From an optimization exercise on the open Yosys and OpenROAD flow, aimed at small area and a short achievable clock period; shortcuts taken in it are not production practice.
RTL that was checked went through simulation tests only; none was proved equivalent to the original.
No functional check of the RTL was part of runs 2 to 4.
Power figures rest on the tool's default switching activity, not on a simulated workload.

### run.sh
#!/bin/bash
# synth_recipe.tcl (not shown) runs the flow's synth.tcl, then flattens the netlist and writes it again
# the make line also repeats each setting of config.mk as NAME=value (left out here)
make -C /OpenROAD-flow-scripts/flow DESIGN_CONFIG=/design/flow/config.mk WORK_HOME=/design/flow/orfs CLKGATE_MAP_FILE= SYNTH_SCRIPT=/design/flow/synth_recipe.tcl finish
### config.mk
export PLATFORM = sky130hd
export DESIGN_NAME = sigmoid8_pla
export DESIGN_NICKNAME = sigmoid8_pla
export VERILOG_FILES = /design/flow/design.v
export SDC_FILE = /design/flow/constraint.sdc
export NUM_CORES = 4
export LEC_CHECK = 0
export CAP_MARGIN = 20
export CORE_MARGIN = 2
export CORE_UTILIZATION = 40
export SLEW_MARGIN = 20
### constraint.sdc
create_clock -name core_clock -period 5.5 [get_ports {clk}]
set_input_delay 1.1000 -clock core_clock [delete_from_list [all_inputs] [get_ports {clk}]]
set_output_delay 1.1000 -clock core_clock [all_outputs]
set_load 0.01 [all_outputs]
### design.v
module sigmoid8_pla #(
    parameter WIDTH = 16,
    parameter SLICES = 8,
    parameter FP = 12
) (
    input wire clk,
    input wire rst,
    input wire signed [WIDTH - 1:0] x,
    output wire [WIDTH - 1:0] y
);
    localparam signed [(WIDTH * (SLICES >> 1) - 1):0] SLOPES = {
        16'sd867,
        16'sd369,
        16'sd99,
        16'sd23
    };
    localparam signed [(WIDTH * SLICES - 1):0] INTERCEPTS = {
        16'sd3946,
        16'sd3603,
        16'sd2796,
        16'sd2048,
        16'sd2048,
        16'sd1300,
        16'sd493,
        16'sd150
    };
    localparam signed [(WIDTH * (SLICES + 1) - 1):0] BREAKPOINTS = {
        16'sd24576,
        16'sd18432,
        16'sd12288,
        16'sd6144,
        16'sd0,
        -16'sd6144,
        -16'sd12288,
        -16'sd18432,
        -16'sd24576
    };
    reg [SLICES:0] sel;  
    reg signed [(2 * WIDTH - 1):0] segmult [(SLICES >> 1) - 1:0];  
    reg [WIDTH - 1:0] segres [SLICES - 1:0];  
    reg [WIDTH - 1:0] mux;  
    integer i;
    always @(*) begin
        for (i = 0; i < SLICES + 1; i = i + 1) begin
            sel[i] = (x_reg > $signed(BREAKPOINTS[WIDTH * i +: WIDTH]));
        end
        for (i = 0; i < (SLICES >> 1); i = i + 1) begin
            segmult[i] = x_reg * $signed(SLOPES[WIDTH * i +: WIDTH]);
        end
        for (i = 0; i < (SLICES >> 1); i = i + 1) begin
            segres[i] = (segmult_reg[i] >> FP) + $signed(INTERCEPTS[WIDTH * i +: WIDTH]);
            segres[(SLICES - 1) - i] = (segmult_reg[i] >> FP) + $signed(INTERCEPTS[(WIDTH * SLICES - 1) - (WIDTH * i) -: WIDTH]);
        end
        mux = {WIDTH{1'b0}};
        if (sel_reg2 == {(SLICES+1){1'b0}}) begin
            mux = {WIDTH{1'b0}};
        end else if (sel_reg2 == {(SLICES+1){1'b1}}) begin
            mux = 16'd4096;
        end else begin
            for (i = 0; i < SLICES; i = i + 1) begin
                if (sel_reg2 == ((1 << (i + 1)) - 1)) begin
                    mux = segres_reg[i];
                end
            end
        end
    end
    reg signed [WIDTH - 1:0] x_reg;
    reg [SLICES:0] sel_reg1;
    reg signed [2 * WIDTH - 1:0] segmult_reg [(SLICES >> 1) - 1:0];
    reg [SLICES:0] sel_reg2;
    reg [WIDTH - 1:0] segres_reg [SLICES - 1:0];
    reg [WIDTH - 1:0] mux_reg;
    always @(posedge clk or posedge rst) begin
        if (rst) begin
            x_reg <= {WIDTH{1'b0}};
            sel_reg1 <= {(SLICES + 1){1'b0}};
            for (i = 0; i < (SLICES >> 1); i = i + 1) begin
                segmult_reg[i] <= {(WIDTH * 2){1'b0}};
            end
            sel_reg2 <= {(SLICES + 1){1'b0}};
            for (i = 0; i < SLICES; i = i + 1) begin
                segres_reg[i] <= {WIDTH{1'b0}};
            end
            mux_reg <= {WIDTH{1'b0}};
        end else begin
            x_reg <= x;
            sel_reg1 <= sel;
            for (i = 0; i < (SLICES >> 1); i = i + 1) begin
                segmult_reg[i] <= segmult[i];
            end
            sel_reg2 <= sel_reg1;
            for (i = 0; i < SLICES; i = i + 1) begin
                segres_reg[i] <= segres[i];
            end
            mux_reg <= mux;
        end
    end
    assign y = mux_reg;
endmodule
==> results of run 1 <==
what timing repair did:
action,in CTS,in global routing
setup buffers,0,1
endpoints found under the setup margin,0,8
hold buffers,0,0
gates resized for setup,0,10
logic make-up (layout without fill, tap and decap cells):
family,count (synthesis),after routing,share of synthesized area (%)
muxes,2,2,0.1370
and+or+nand+nor,232,232,7.663
other,1,1,0.02566
adders and majority gates,309,309,33.08
AOI/OAI and AO/OA,228,228,10.73
DFF,202,202,34.59
xor gates and xnor gates,101,101,6.053
buffers and inverters,291,363,7.723
worst reg2reg max path: cells and delay by family (launching register included):
family,cells,cell delay [ns]
fa+ha+maj,6,2.37
simple gates,4,0.87
compound gates,4,0.81
flops,1,0.47
xor+xnor,2,0.35
buf+inv,3,0.23
cell usage in the layout, fill, tap and decap left out, types with 9 or more instances in the layout:
cell             Yosys  final
inv_1              263    259
dfrtp_1            202    200
ha_1               180    179
fa_1               129    129
nor2_1              73     73
xnor2_1             71     71
nand2_1             59     59
o21ai_0             50     48
a21oi_1             42     42
clkdlybuf4s50_1      0     33
xor2_1              30     30
nand3_1             23     23
clkbuf_16            0     23
buf_4                0     23
o21a_1              19     19
a31oi_1             18     18
nor3_1              17     17
and2_1              12     12
a221o_1             12     12
or2_2               10     10
a21o_1              10     10
o31ai_1              9      9
power breakdown:
part / switching, µW / leakage, µW / total (µW) / internal [µW]
logic: 2430 / 0.00518 / 4240 / 1820
registers: 453 / 0.00241 / 2580 / 2120
clock network: 628 / 0.000394 / 1600 / 976
total: 3510 / 0.00798 / 8430 / 4920
routing by layer:
layer	part of all wire [%]	routed length [µm]
met1	45	14710
met4	3.7	1196
met5	0	0
met3	3.5	1142
met2	48	15520
path summary, 6_finish.rpt:
kind	startpoint	endpoint	slack (ns)	cells after the start
worst max-delay path	x_reg[4]$_DFF_PP0_	segmult_reg[3][26]$_DFF_PP0_	0.30	19
worst min-delay path	segmult_reg[3][22]$_DFF_PP0_	segres_reg[4][10]$_DFF_PP0_	0.35	0
worst min register to register	segmult_reg[3][22]$_DFF_PP0_	segres_reg[4][10]$_DFF_PP0_	0.35	0
min in group asynchronous	rst	mux_reg[13]$_DFF_PP0_	1.05	3
worst max register to register	x_reg[4]$_DFF_PP0_	segmult_reg[3][26]$_DFF_PP0_	0.30	19
max in group asynchronous	rst	x_reg[3]$_DFF_PP0_	3.28	4
cell type report:
class                           count  share of cell area, %
Clock buffer                       31                  3.934
Clock inverter                     11                 0.9683
Inverter                          264                  6.069
Multi-Input combinational cell    873                  51.46
Sequential cell                   202                  30.82
Tap cell                          468                  3.568
Timing Repair Buffer               57                  3.187
through the flow:
stage               utilization (%)  total power (µW)  cell area, µm²
global route                  45.26              9207           16410
global placement              42.97              6731           15580
detailed placement            42.97              6824           15580
floorplan                         -              5657           14620
CTS                           45.19              8477           16390
finish                        45.26              8426           16410
==> results.toml, run 1 <==
[clock_network]
path_clk_slew_ns = 0.06
cts_tree = "done"
clock_latency_ns = 0.53
cts_htree_levels = 1
clock_sinks = 202
cts_made_buffers = 23
cts_buffer_depth = 3
root_buffer = "clkbuf_16"

[synth]
synth_ff_type = "dfrtp_1"
post-synth-top-count-cell = "inv_1"
synthTopCellsByCount = "inv_1, dfrtp_1, ha_1"
ys_seq_elements = 202
yosysTopAreaCell = "dfrtp_1"
synth_edf_count = 0
ys_top_cells_by_area = "dfrtp_1, fa_1, ha_1"
yosysWarnings = 5
syn_area_um2 = 14610
syn_area_per_cell_um2 = 10.70
netlist.area_leader.share_pct = 34.59
synth_seq_area_share_pct = 34.59
ys_types = 65
synthesis.instances = 1366
async_flop_share_pct = 100.0

[final_layout]
multi_input_area_um2 = 8444
antenna_cells = 0
fillers = 3423
syn_to_final_growth_pct = 12.29
register_area_um2 = 5057
largest_reg_flops = 101
nNetsFinal = 1748
drive_above_1_share_pct = 6.467
stdcell_count = 1906

[sta]
relSlewSlack_pct = 44.45
min_period_over_period_pct = 94.47
drv_slew = 0
rsz0062_at_grt = "no"
fin_setup_tns_ns = 0
worstMarginPinSlew_ns = 0.8314
fin_hold_ws_ns = 0.3470
skew_ns = 0.01641
finalWorstPathRequiredPeriod_ns = 5.196
fin_ws_ns = 0.3042
setup_viol = 0
fmax_ghz = 0.1925
hold_viol_final = 0

[routing]
final_antenna_net_count = 0
first_pass_iters = 5
num_vias = 9385
routedWlPerCell_um = 17.09
dr.first_iter.drc_count = 492
routed_wl_um = 32570
vias_per_cell = 4.924
drc = 0

[worst_setup_path]
cp.required_ns = 5.91
crit_chain = "inv_2 -> ha_1 -> xor2_1 -> ha_1 -> or2_2 -> fa_1 -> inv_1 -> fa_1 -> fa_1 -> inv_1 -> ha_1 -> and3_1 -> nand3_1 -> or2_2 -> o221ai_2 -> o221a_2 -> a41o_1 -> o21ai_1 -> xor2_1"
cpPeakStageDelay_ns = 0.51
crit_path_end_kind = "flop"
slowest_stage = "fa_1"
critPathBufInv = 3
crit_fanout = 6
cp_top_family = "adder cells"
cp.arrival_ns = 5.60
start_kind = "flop"
crit_type = "flop to flop"

[place]
io_buffers = 33
gp_congestion = 0.9384
placed_cells = 1863
dp_slack_ns = 0.1375
dp_hpwl_um = 26790

[floorplanning]
die_y_um = 195.1
num_rows = 70
start_util_pct = 40.30
chipWidth_um = 195.1
die_area_um2 = 38080
coreArea_um2 = 36260
num_io_pins = 34

[grt]
busiest_layer = "met2"
grt_max_degree = 110
use_met3_pct = 2.073
grtUsageMet2_pct = 29.89
grt_use_total_pct = 17.96
grt_first_pass_wirelength_um = 53480
grtUsageMet1_pct = 24.36
grt-ovfl-total = 0
grt_pass1_vias = 9884
antenna_found_initial = 0

[power_and_ir_drop]
powerDensity_nw_per_um2 = 513.4
vdd_drop_max_v = 0.0002855
power.leakage_uw = 0.007979

[flow_run]
drv_cap = 0

[hold_path]
min_path_type = "flop to flop"

[run_status]
status = "timing/DRC/antenna clean"
==> inputs of run 2 (changes only) <==
==> design.v (replaced) <==
module sigmoid8_pla #(
    parameter WIDTH = 16,
    parameter SLICES = 8,
    parameter FP = 12
) (
    input wire clk,
    input wire rst,
    input wire signed [WIDTH - 1:0] x,
    output wire [WIDTH - 1:0] y
);
    reg [15:0] x_reg;
    always @(posedge clk) x_reg <= x;
    wire [4:0]  q = x_reg[15:11];
    wire [10:0] r = x_reg[10:0];
    wire        z = ~|r;
    reg s23, s99, s369, s867;
    always @(*) begin
        s23 = 1'b0; s99 = 1'b0; s369 = 1'b0; s867 = 1'b0;
        case (q)
            5'd20, 5'd21, 5'd22, 5'd9, 5'd10, 5'd11: s23 = 1'b1;
            5'd23, 5'd24, 5'd25, 5'd6, 5'd7, 5'd8:   s99 = 1'b1;
            5'd26, 5'd27, 5'd28, 5'd3, 5'd4, 5'd5:   s369 = 1'b1;
            5'd29, 5'd30, 5'd31, 5'd0, 5'd1, 5'd2:   s867 = 1'b1;
            default: ;
        endcase
    end
    wire [20:0] p23  = r * 10'd23;
    wire [20:0] p99  = r * 10'd99;
    wire [20:0] p369 = r * 10'd369;
    wire [20:0] p867 = r * 10'd867;
    wire [20:0] prod = ({21{s23}} & p23) | ({21{s99}} & p99) |
                       ({21{s369}} & p369) | ({21{s867}} & p867);
    wire [20:0] psum = prod + {9'd0, q[0] & (s23 | s99 | s369 | s867), 11'd0};
    reg [8:0] p_reg;
    reg [4:0] q_reg;
    reg       z_reg;
    always @(posedge clk) begin
        p_reg <= psum[20:12];
        q_reg <= q;
        z_reg <= z;
    end
    reg [12:0] t;
    always @(*) begin
        case ({q_reg, z_reg})
            {5'd20,1'b0}: t = 13'd12;   {5'd20,1'b1}: t = 13'd0;
            {5'd21,1'b0}: t = 13'd23;   {5'd21,1'b1}: t = 13'd23;
            {5'd22,1'b0}: t = 13'd35;   {5'd22,1'b1}: t = 13'd35;
            {5'd23,1'b0}: t = 13'd47;   {5'd23,1'b1}: t = 13'd46;
            {5'd24,1'b0}: t = 13'd97;   {5'd24,1'b1}: t = 13'd97;
            {5'd25,1'b0}: t = 13'd146;  {5'd25,1'b1}: t = 13'd146;
            {5'd26,1'b0}: t = 13'd193;  {5'd26,1'b1}: t = 13'd196;
            {5'd27,1'b0}: t = 13'd377;  {5'd27,1'b1}: t = 13'd377;
            {5'd28,1'b0}: t = 13'd562;  {5'd28,1'b1}: t = 13'd562;
            {5'd29,1'b0}: t = 13'd747;  {5'd29,1'b1}: t = 13'd746;
            {5'd30,1'b0}: t = 13'd1181; {5'd30,1'b1}: t = 13'd1181;
            {5'd31,1'b0}: t = 13'd1614; {5'd31,1'b1}: t = 13'd1614;
            {5'd0,1'b0}:  t = 13'd2048; {5'd0,1'b1}:  t = 13'd2048;
            {5'd1,1'b0}:  t = 13'd2481; {5'd1,1'b1}:  t = 13'd2481;
            {5'd2,1'b0}:  t = 13'd2915; {5'd2,1'b1}:  t = 13'd2915;
            {5'd3,1'b0}:  t = 13'd3349; {5'd3,1'b1}:  t = 13'd3348;
            {5'd4,1'b0}:  t = 13'd3534; {5'd4,1'b1}:  t = 13'd3534;
            {5'd5,1'b0}:  t = 13'd3718; {5'd5,1'b1}:  t = 13'd3718;
            {5'd6,1'b0}:  t = 13'd3900; {5'd6,1'b1}:  t = 13'd3903;
            {5'd7,1'b0}:  t = 13'd3949; {5'd7,1'b1}:  t = 13'd3949;
            {5'd8,1'b0}:  t = 13'd3999; {5'd8,1'b1}:  t = 13'd3999;
            {5'd9,1'b0}:  t = 13'd4049; {5'd9,1'b1}:  t = 13'd4048;
            {5'd10,1'b0}: t = 13'd4061; {5'd10,1'b1}: t = 13'd4061;
            {5'd11,1'b0}: t = 13'd4072; {5'd11,1'b1}: t = 13'd4072;
            {5'd12,1'b1}: t = 13'd4084;
            {5'd12,1'b0}, {5'd13,1'b0}, {5'd13,1'b1}, {5'd14,1'b0},
            {5'd14,1'b1}, {5'd15,1'b0}, {5'd15,1'b1}: t = 13'd4096;
            default: t = 13'd0;
        endcase
    end
    reg [12:0] f_reg;
    always @(posedge clk) f_reg <= t + {4'd0, p_reg};
    reg [12:0] y_reg;
    always @(posedge clk or posedge rst) begin
        if (rst) y_reg <= 13'd0;
        else     y_reg <= f_reg;
    end
    assign y = {3'b000, y_reg};
endmodule
==> run 2 against run 1 <==
  * Largest cell class unchanged
  * Design area shrank 44%
  * Combinational power decreased by 48%
  * Register-to-register slack is essentially flat
  * Die area decreased by 43%
  * Final cell count decreased by 36%
  * Sequential cell count is 134 lower
  * Still clean on timing, DRC and antenna
  * Power is 58% lower
  * Worst hold slack worse by 0.021 ns
==> results.toml, run 2 <==
[floorplanning]
coreArea_um2 = 20100
start_util_pct = 40.58
chipWidth_um = 146.8
die_area_um2 = 21550
num_rows = 52
num_io_pins = 34
die_y_um = 146.8

[clock_network]
clock_sinks = 68
cts_buffer_depth = 2
root_buffer = "clkbuf_16"
cts_htree_levels = 3
path_clk_slew_ns = 0.07
cts_made_buffers = 9
cts_tree = "done"
post_cts_buffers = 0
clock_latency_ns = 0.35

[sta]
drv_slew = 0
finalWorstPathRequiredPeriod_ns = 5.206
rsz0062_at_grt = "no"
fmax_ghz = 0.1921
hold_viol_final = 0
worstMarginPinSlew_ns = 0.7690
skew_ns = 0.02212
relSlewSlack_pct = 48.66
min_period_over_period_pct = 94.65
setup_viol = 0
fin_setup_tns_ns = 0
fin_hold_ws_ns = 0.3261

[flow_run]
drv_cap = 0

[hold_path]
min_path_cells = 0
min_path_type = "flop to flop"
hp-start = "f_reg[8]$_DFF_P_"
hold_end = "y_reg[8]$_DFF_PP0_"

[synth]
async_flop_share_pct = 19.12
synthesis.instances = 908
synth_edf_count = 0
ys_top_cells_by_area = "ha_1, fa_1, dfxtp_1"
yosysTopAreaCell = "ha_1"
syn_area_per_cell_um2 = 8.984
yosysWarnings = 1
netlist.area_leader.share_pct = 25.00
ys_types = 71
synth_seq_area_share_pct = 17.48
synthTopCellsByCount = "inv_1, ha_1, fa_1"
ys_seq_elements = 68
post-synth-top-count-cell = "inv_1"
synth_ff_type = "dfxtp_1"
syn_area_um2 = 8158

[routing]
drc = 0
first_pass_iters = 4
final_antenna_net_count = 0
routedWlPerCell_um = 15.03
vias_per_cell = 5.098
routed_wl_um = 18430
dr.first_iter.drc_count = 309
num_vias = 6250

[grt]
grt_pass1_vias = 6204
grt-ovfl-total = 0
antenna_found_initial = 0
grt_max_degree = 27
grt_first_pass_wirelength_um = 30990
grt_use_total_pct = 18.18

[final_layout]
final_cell_mix = "inv_1, ha_1, fa_1, dfxtp_1, a21oi_1"
nNetsFinal = 1200
largest_reg_flops = 16
design_area_um2 = 9208
syn_to_final_growth_pct = 12.87
mostFrequentLayoutCell = "inv_1"
fillers = 1950
drive_above_1_share_pct = 6.276
antenna_cells = 0
stdcell_count = 1226

[worst_setup_path]
cp.arrival_ns = 5.42
r2r_end = "p_reg[8]$_DFF_P_"
reg2reg_depth = 19
crit_path_end_kind = "flop"
crit_fanout = 5
crit_type = "flop to flop"
crit-reg2reg-launch = "x_reg[2]$_DFF_P_"
start_kind = "flop"
r2r_slack_ns = 0.29
cp.required_ns = 5.72

[run_status]
status = "timing/DRC/antenna clean"

[power_and_ir_drop]
power.leakage_uw = 0.004633
p_int_uw = 1965
vdd_drop_max_v = 0.0001737
seqPwrFrac_pct = 19.0
power_frac_comb_pct = 63.3
powerDensity_nw_per_um2 = 380.7
switching_power_uw = 1540
total_power_uw = 3505
p_clk_share_pct = 17.6
switching_share_pct = 43.93

[place]
io_buffers = 30
gp_congestion = 0.8770
placed_cells = 1210
post_dp_cell_area_um2 = 8853
dp_hpwl_um = 15500
run 2: final cells by class:
class	count	area, µm²	area share, %
inverter	189	709.4	7.705
clock inverter	7	82.58	0.8969
timing repair buffer	48	435.4	4.729
clock buffer	9	225.2	2.446
tap	270	337.8	3.669
multi-input combinational	635	5986	65.01
sequential	68	1431	15.55
run 2: power by group through the flow:
stage	sequential (µW)	clock (µW)	combinational, µW
6_report	668	617	2220
5_1_grt	683	654	2540
4_1_cts	668	629	2190
3_5_place_dp	679	0	2160
3_3_place_gp	678	0	2150
2_1_floorplan	680	0	1630
run 2: stage by stage:
step | util [%] | setup WS [ns]
after floorplan | - | 0.3782
after global placement | 44.04 | 0.1907
after detailed placement | 44.04 | 0.1413
after CTS | 45.57 | 0.1110
after global routing | 45.80 | 0.03956
final | 45.80 | 0.2942
run 2: worst max path at each step:
stage	start	end	slack (ns)	cells past startpoint
floorplan	x_reg[1]$_DFF_P_	p_reg[8]$_DFF_P_	0.38	18
global placement	x_reg[1]$_DFF_P_	p_reg[8]$_DFF_P_	0.19	18
detailed placement	x_reg[3]$_DFF_P_	p_reg[4]$_DFF_P_	0.14	20
CTS	x_reg[1]$_DFF_P_	p_reg[8]$_DFF_P_	0.11	18
global route	x_reg[2]$_DFF_P_	p_reg[5]$_DFF_P_	0.04	22
finish	x_reg[2]$_DFF_P_	p_reg[8]$_DFF_P_	0.29	19
run 2: cell families (layout without fill, tap and decap cells):
kind of cell / count (synthesis) / in the layout / share of synthesized area (%)
adder cells (fa/ha/maj): 231 / 231 / 41.69
buffers and inverters: 207 / 253 / 9.739
AO/OA/AOI/OAI: 190 / 190 / 15.72
AND/OR/NAND/NOR: 168 / 168 / 10.45
flip-flops: 68 / 68 / 17.48
XOR/XNOR: 33 / 33 / 3.543
multiplexers: 10 / 10 / 1.334
other: 1 / 3 / 0.04597
run 2: per-layer routing:
metal	vias up	part of all wire, %	track usage, %
li1	3167	-	-
met1	2960	48	24.92
met2	97	46	29.81
met3	26	3.9	2.981
met4	0	1.9	4.951
met5	-	0	0
run 2: timing repair:
action,4_1_cts,5_1_grt
resized for setup,0,13
endpoints found under the setup margin,0,7
hold buffers,0,0
run 2: worst max-delay path, stage by stage (launching register included):
cell      delay [ns]
dfxtp_1         0.35
buf_4           0.15
inv_1           0.05
ha_2            0.40
inv_1           0.08
fa_1            0.49
fa_1            0.54
inv_1           0.05
fa_1            0.47
ha_1            0.31
ha_1            0.35
o21ai_0         0.17
o21bai_1        0.10
a21o_1          0.22
a221oi_2        0.27
mux2_2          0.36
and4_4          0.22
nor3_4          0.21
nand4_2         0.13
xor2_1          0.17
==> inputs of run 3 (changes only) <==
--- a/design.v
+++ b/design.v
@@ -14,3 +14,12 @@
     wire [10:0] r = x_reg[10:0];
-    wire        z = ~|r;
+    reg [10:0] r_reg;
+    reg [12:1] r3_reg;
+    reg [4:0]  q_reg;
+    always @(posedge clk) begin
+        r_reg  <= r;
+        r3_reg <= ({1'b0, r, 1'b0} + {2'b0, r}) >> 1;
+        q_reg  <= q;
+    end
+    wire [12:0] r3 = {r3_reg, r_reg[0]};
+    wire z2 = ~|r_reg;
     reg s23, s99, s369, s867;
@@ -18,3 +27,3 @@
         s23 = 1'b0; s99 = 1'b0; s369 = 1'b0; s867 = 1'b0;
-        case (q)
+        case (q_reg)
             5'd20, 5'd21, 5'd22, 5'd9, 5'd10, 5'd11: s23 = 1'b1;
@@ -26,16 +35,22 @@
     end
-    wire [20:0] p23  = r * 10'd23;
-    wire [20:0] p99  = r * 10'd99;
-    wire [20:0] p369 = r * 10'd369;
-    wire [20:0] p867 = r * 10'd867;
-    wire [20:0] prod = ({21{s23}} & p23) | ({21{s99}} & p99) |
-                       ({21{s369}} & p369) | ({21{s867}} & p867);
-    wire [20:0] psum = prod + {9'd0, q[0] & (s23 | s99 | s369 | s867), 11'd0};
+    wire [20:0] ta = ({21{s23}}  & {5'd0, r3, 3'd0}) |
+                     ({21{s99}}  & {3'd0, r3, 5'd0}) |
+                     ({21{s369}} & {1'd0, r3, 7'd0}) |
+                     ({21{s867}} & {r3, 8'd0});
+    wire [20:0] tb = ({21{s23}}  & ~{10'd0, r_reg}) |
+                     ({21{s99}}  & {8'd0, r3}) |
+                     ({21{s369}} & ~{6'd0, r3, 2'd0}) |
+                     ({21{s867}} & {3'd0, r3, 5'd0});
+    wire [20:0] tc = ({21{s369}} & ~{8'd0, r3}) |
+                     ({21{s867}} & {8'd0, r3});
+    wire [1:0]  ones = {s369, s23};
+    wire [20:0] psum = ta + tb + tc + {19'd0, ones} +
+                       {9'd0, q_reg[0] & (s23 | s99 | s369 | s867), 11'd0};
     reg [8:0] p_reg;
-    reg [4:0] q_reg;
+    reg [4:0] q2_reg;
     reg       z_reg;
     always @(posedge clk) begin
-        p_reg <= psum[20:12];
-        q_reg <= q;
-        z_reg <= z;
+        p_reg  <= psum[20:12];
+        q2_reg <= q_reg;
+        z_reg  <= z2;
     end
@@ -43,3 +58,3 @@
     always @(*) begin
-        case ({q_reg, z_reg})
+        case ({q2_reg, z_reg})
             {5'd20,1'b0}: t = 13'd12;   {5'd20,1'b1}: t = 13'd0;
@@ -74,4 +89,2 @@
     end
-    reg [12:0] f_reg;
-    always @(posedge clk) f_reg <= t + {4'd0, p_reg};
     reg [12:0] y_reg;
@@ -79,3 +92,3 @@
         if (rst) y_reg <= 13'd0;
-        else     y_reg <= f_reg;
+        else     y_reg <= t + {4'd0, p_reg};
     end
--- a/config.mk
+++ b/config.mk
@@ -7,2 +7,3 @@
 export LEC_CHECK = 0
+export ABC_CLOCK_PERIOD_IN_PS = 2500
 export CAP_MARGIN = 20
@@ -10,2 +11,3 @@
 export CORE_UTILIZATION = 40
+export SETUP_SLACK_MARGIN = 3.0
 export SLEW_MARGIN = 20
==> run 3 against run 2 <==
  * Still clean on timing, DRC and antenna
  * Wire length down 37%
  * Critical path depth down 6
  * Maximum frequency up 57%
  * Highest routed layer unchanged
==> results.toml, run 3 <==
[clock_network]
cts_buffer_depth = 2
path_clk_slew_ns = 0.06
cts_made_buffers = 9
cts_htree_levels = 3
root_buffer = "clkbuf_16"
clock_latency_ns = 0.34
cts_tree = "done"
clock_sinks = 83

[final_layout]
multi_input_area_um2 = 3540
fillers = 1182
antenna_cells = 0
final_cell_mix = "dfxtp_1, ha_1, nand2_1, inv_1"
register_area_um2 = 1764
drive_above_1_share_pct = 17.92
syn_to_final_growth_pct = 23.70
nNetsFinal = 734
design_area_um2 = 6570
mostFrequentLayoutCell = "dfxtp_1"
largest_reg_flops = 16
stdcell_count = 812

[sta]
worstMarginPinSlew_ns = 0.7555
relSlewSlack_pct = 49.56
skew_ns = 0.01029
drv_slew = 0
hold_viol_final = 0
setup_viol = 0
fmax_ghz = 0.3017
rsz0062_at_grt = "yes"
finalWorstPathRequiredPeriod_ns = 3.315
min_period_over_period_pct = 60.27
fin_ws_ns = 2.185
fin_setup_tns_ns = 0

[worst_setup_path]
cp.arrival_ns = 3.54
crit_chain = "nand2_1 -> and3_1 -> fa_1 -> inv_2 -> fa_1 -> ha_4 -> nand4_1 -> o22ai_2 -> nor3_2 -> a21oi_2 -> a221oi_2 -> o21bai_1 -> xor2_1"
crit_path_end_kind = "flop"
slowest_stage = "fa_1"
cpPeakStageDelay_ns = 0.58
crit_type = "flop to flop"
cp.required_ns = 5.72
critPathMostFrequentCell = "fa_1"
start_kind = "flop"
crit_fanout = 7
reg2reg_depth = 13

[floorplanning]
num_rows = 42
num_io_pins = 34
coreArea_um2 = 13090
die_area_um2 = 14220
start_util_pct = 40.59
chipWidth_um = 119.2
die_y_um = 119.2

[power_and_ir_drop]
power.leakage_uw = 0.002904
total_power_uw = 2436
powerDensity_nw_per_um2 = 370.8
vdd_drop_max_v = 0.0001582

[routing]
drc = 0
num_vias = 4335
routed_wl_um = 11680
dr.first_iter.drc_count = 450
final_antenna_net_count = 0
routedWlPerCell_um = 14.38
first_pass_iters = 5
vias_per_cell = 5.339

[place]
gp_congestion = 0.8486
io_buffers = 30
dp_slack_ns = 1.521
placed_cells = 765
dp_hpwl_um = 8035
post_dp_cell_area_um2 = 5764

[synth]
yosysTopAreaCell = "dfxtp_1"
syn_area_per_cell_um2 = 9.079
async_flop_share_pct = 15.66
synth_seq_area_share_pct = 32.51
ys_top_cells_by_area = "dfxtp_1, ha_1, fa_1"
syn_area_um2 = 5311
ys_types = 66
yosysWarnings = 1
post-synth-top-count-cell = "dfxtp_1"
synthesis.instances = 585
ys_seq_elements = 83
netlist.area_leader.share_pct = 26.38
synthTopCellsByCount = "dfxtp_1, ha_1, nand2_1"
synth_edf_count = 0
synth_ff_type = "dfxtp_1"

[grt]
grt_use_total_pct = 16.67
grt-ovfl-total = 0
grt_pass1_vias = 4136
grt_max_degree = 27
grt_first_pass_wirelength_um = 19240
antenna_found_initial = 0

[run_status]
status = "timing/DRC/antenna clean"

[hold_path]
min_path_type = "flop to flop"
min_path_cells = 0

[flow_run]
drv_cap = 0
run 3: changes by cell type in the layout (fill, tap and decap cells not counted), sizes merged, moves of 12 or more:
cell	delta
inv	-145
a21oi	-12
dfxtp	+15
fa	-47
buf	+13
ha	-99
run 3: logic make-up after synthesis:
kind of cell               synth area share [%]
muxes                                     1.178
DFF                                       32.51
AOI/OAI and AO/OA                         19.10
adders and majority gates                 22.99
and+or+nand+nor                           13.85
xor gates and xnor gates                  4.452
other                                   0.07060
buffers and inverters                     5.842
run 3: layer usage:
metal | share of wire, % | GRT usage (%) | wire, µm | up-vias
li1 | - | - | - | 2140
met1 | 45 | 21.73 | 5198 | 1989
met2 | 47 | 26.94 | 5432 | 170
met3 | 5.6 | 2.969 | 651 | 36
met4 | 3.4 | 7.515 | 394 | 0
met5 | 0 | 0 | 0 | -
run 3: path summary, 6_finish.rpt:
path / from / to / slack (ns)
setup / recovery: r3_reg[6]$_DFF_P_ / p_reg[6]$_DFF_P_ / 2.19
hold / removal: x_reg[0]$_DFF_P_ / r_reg[0]$_DFF_P_ / 0.35
setup reg to reg: r3_reg[6]$_DFF_P_ / p_reg[6]$_DFF_P_ / 2.19
hold reg to reg: x_reg[0]$_DFF_P_ / r_reg[0]$_DFF_P_ / 0.35
max in group asynchronous: rst / y_reg[12]$_DFF_PP0_ / 4.14
min in group asynchronous: rst / y_reg[1]$_DFF_PP0_ / 1.06
run 3: area by class of cell:
cell class	count	share of cell area, %
Tap cell	176	3.352
Clock buffer	11	3.542
Multi-Input combinational cell	427	53.88
Inverter	49	3.047
Clock inverter	5	0.5904
Sequential cell	83	26.85
Timing Repair Buffer	61	8.741
run 3: stage by stage:
step | hold slack [ns] | util [%]
final | 0.3512 | 50.21
after global routing | 0.3686 | 50.21
after CTS | 0.3523 | 48.05
after detailed placement | 0.3494 | 44.05
after global placement | 0.3398 | 44.05
after floorplan | 0.3290 | -
run 3: power breakdown:
| part | leakage, µW | total (µW) | switching [µW] | internal (µW) |
|---|---|---|---|---|
| Sequential | 0.000748 | 827 | 96.0 | 731 |
| Combinational | 0.00203 | 1050 | 526 | 527 |
| Clock | 0.000130 | 557 | 249 | 308 |
run 3: critical path, delay by kind of cell, from the launching register on:
family,cells,cell delay (ns)
XOR/XNOR,1,0.15
adder cells (fa/ha/maj),3,1.32
buffers and inverters,1,0.04
AND/OR/NAND/NOR,4,0.62
flip-flops,1,0.41
AO/OA/AOI/OAI,4,0.64
run 3: what timing repair did:
action / CTS / global route
gates resized for setup: 30 / 54
pin swaps: 15 / 21
hold buffers: 0 / 0
endpoints found under the setup margin: 9 / 10
setup buffers: 20 / 11
==> inputs of run 4 (changes only) <==
--- a/config.mk
+++ b/config.mk
@@ -7,3 +7,3 @@
 export LEC_CHECK = 0
-export ABC_CLOCK_PERIOD_IN_PS = 2500
+export ABC_CLOCK_PERIOD_IN_PS = 2000
 export CAP_MARGIN = 20
@@ -11,3 +11,3 @@
 export CORE_UTILIZATION = 40
-export SETUP_SLACK_MARGIN = 3.0
+export SETUP_SLACK_MARGIN = 3.5
 export SLEW_MARGIN = 20
==> run 4 against run 3 <==
  * Sequential cell count unchanged
  * Combinational power rose by 5%
  * Setup slack about the same
  * Count of clock-buffer cells in the layout is the same
==> results.toml, run 4 <==
[sta]
relSlewSlack_pct = 48.28
fin_setup_tns_ns = 0
finalWorstPathRequiredPeriod_ns = 3.315
setup_viol = 0
fin_hold_ws_ns = 0.3764
min_period_over_period_pct = 60.26
hold_viol_final = 0
skew_ns = 0.01144
worstMarginPinSlew_ns = 0.7747
drv_slew = 0
fmax_ghz = 0.3017
fin_ws_ns = 2.185
rsz0062_at_grt = "yes"

[place]
io_buffers = 30
gp_congestion = 0.8546
dp_hpwl_um = 8063
post_dp_cell_area_um2 = 5769
dp_slack_ns = 1.517

[final_layout]
antenna_cells = 0
mostFrequentLayoutCell = "ha_1"
syn_to_final_growth_pct = 26.05
largest_reg_flops = 16
nNetsFinal = 738
drive_above_1_share_pct = 25.47
final_cell_mix = "ha_1, dfxtp_1, nand2_1, inv_1, nor2_1"
multi_input_area_um2 = 3660
register_area_um2 = 1768
fillers = 1160
design_area_um2 = 6695

[clock_network]
cts_made_buffers = 9
path_clk_slew_ns = 0.07
clock_latency_ns = 0.34
root_buffer = "clkbuf_16"
cts_htree_levels = 3
clock_sinks = 83
hold_buffers = 0
cts_buffer_depth = 2
cts_tree = "done"

[routing]
routedWlPerCell_um = 14.63
vias_per_cell = 5.379
routed_wl_um = 11940
drc = 0
num_vias = 4389
first_pass_iters = 5
dr.first_iter.drc_count = 410
final_antenna_net_count = 0

[synth]
netlist.area_leader.share_pct = 26.38
yosysTopAreaCell = "dfxtp_1"
synth_ff_type = "dfxtp_1"
syn_area_um2 = 5311
ys_seq_elements = 83
syn_area_per_cell_um2 = 9.079
async_flop_share_pct = 15.66
synth_edf_count = 0
post-synth-top-count-cell = "dfxtp_1"
ys_types = 66
yosysWarnings = 1
synth_seq_area_share_pct = 32.51
synthesis.instances = 585
ys_top_cells_by_area = "dfxtp_1, ha_1, fa_1"
synthTopCellsByCount = "dfxtp_1, ha_1, nand2_1"

[grt]
grt_use_total_pct = 16.93
grt_first_pass_wirelength_um = 19640
grt_max_degree = 27
antenna_found_initial = 0
grt_pass1_vias = 4241
grt-ovfl-total = 0

[worst_setup_path]
start_kind = "flop"
cp.arrival_ns = 3.53
cp.required_ns = 5.72
r2r_slack_ns = 2.19
crit_type = "flop to flop"
crit_path_end_kind = "flop"
crit_fanout = 6

[floorplanning]
num_rows = 42
num_io_pins = 34
die_y_um = 119.2
start_util_pct = 40.59
die_area_um2 = 14220
coreArea_um2 = 13090
chipWidth_um = 119.2

[power_and_ir_drop]
power.leakage_uw = 0.002962
powerDensity_nw_per_um2 = 382.2
vdd_drop_max_v = 0.0001483

[run_status]
status = "timing/DRC/antenna clean"

[hold_path]
min_path_type = "flop to flop"

[flow_run]
drv_cap = 0
[run 4: timing repair]
action                     in CTS  in global routing
buffers inserted               24                 10
gates resized for setup       109                 53
pin swaps                      28                 34
cloned                          1                  0
setup endpoints to repair      36                 26
[run 4: worst paths after layout]
| path | start | to | depth (start not counted) |
|---|---|---|---|
| min in group asynchronous | rst | y_reg[0]$_DFF_PP0_ | 2 |
| max in group asynchronous | rst | y_reg[12]$_DFF_PP0_ | 2 |
| worst max-delay path | ones[0]$_DFF_P_ | p_reg[8]$_DFF_P_ | 12 |
| worst min register to register | x_reg[0]$_DFF_P_ | r_reg[0]$_DFF_P_ | 0 |
| worst min-delay path | x_reg[0]$_DFF_P_ | r_reg[0]$_DFF_P_ | 0 |
| worst max register to register | ones[0]$_DFF_P_ | p_reg[8]$_DFF_P_ | 12 |
[run 4: kinds of logic (layout without fill, tap and decap cells)]
group | count (synthesis) | in the layout | share of synthesized area, %
buffers and inverters | 77 | 130 | 5.842
adders and majority gates | 85 | 85 | 22.99
DFF | 83 | 83 | 32.51
xor gates and xnor gates | 27 | 27 | 4.452
other | 1 | 3 | 0.07060
muxes | 6 | 6 | 1.178
and+or+nand+nor | 156 | 156 | 13.85
AOI/OAI and AO/OA | 150 | 150 | 19.10
[run 4: cell type report]
cell class,instances,share of cell area [%]
multi-input combinational,427,54.66
sequential,83,26.41
timing repair buffer,64,7.886
clock buffer,11,3.775
tap,176,3.289
inverter,49,2.878
clock inverter,5,0.9905
timing repair inverter,1,0.1121
[run 4: stage by stage]
stage	util [%]	std cells	total power, µW
floorplan	-	587	1500
global placement	44.09	765	1731
detailed placement	44.09	765	1748
CTS	49.09	806	2475
global route	51.17	816	2761
finish	51.17	816	2559
[run 4: worst max-delay path, stage by stage, from the launching register on]
cell,delay (ns)
dfxtp_4,0.41
clkinvlp_4,0.21
buf_6,0.18
o211ai_1,0.25
fa_1,0.49
ha_4,0.20
ha_4,0.23
a211o_1,0.30
o221ai_2,0.22
a21oi_2,0.12
a31o_1,0.22
a41o_1,0.24
xnor2_1,0.12
[run 4: report_power, final]
part           total [µW]  internal (µW)  switching (µW)
Clock                 636            383             253
Combinational        1100            537             558
Sequential            827            731            96.1
[run 4: routing by layer]
layer / routed length [µm] / global-route usage [%] / up-vias / part of all wire [%]
li1: - / - / 2143 / -
met1: 5429 / 22.03 / 2076 / 45
met2: 5725 / 27.59 / 150 / 48
met3: 617 / 4.215 / 20 / 5.2
met4: 165 / 5.432 / 0 / 1.4
met5: 0 / 0 / - / 0

[what the ideal ports hide]
The flow's constraints put no driver on any port. The routed layouts listed below were extracted and timed again, unchanged, in two steps. Step 1 sets driving cells, clkbuf_16 on the clock port and buf_2 on the other inputs (assumed; they add their load-dependent delay and slew). Step 2, shift: input delay + t, output delay - t, t = (earliest + latest rising clock arrival at the registers) / 2. This alone moves slack from input paths to output paths. Three values: ideal ports, drivers, drivers and shift; two values: the first two.
| run | shift t [ns] | setup slack, ns | worst hold slack (ns) |
|---|---|---|---|
| run 1 | 0.571 | 0.304 / 0.304 / 0.304 | 0.347 / 0.347 / 0.347 |
| run 2 | 0.384 | 0.294 / 0.294 / 0.294 | 0.326 / 0.326 / 0.326 |
| run 3 | 0.378 | 2.185 / 2.185 / 2.185 | 0.351 / 0.351 / 0.351 |
| run 4 | 0.372 | 2.185 / 2.185 / 2.185 | 0.376 / 0.376 / 0.376 |
After both steps every run listed still meets setup and hold.
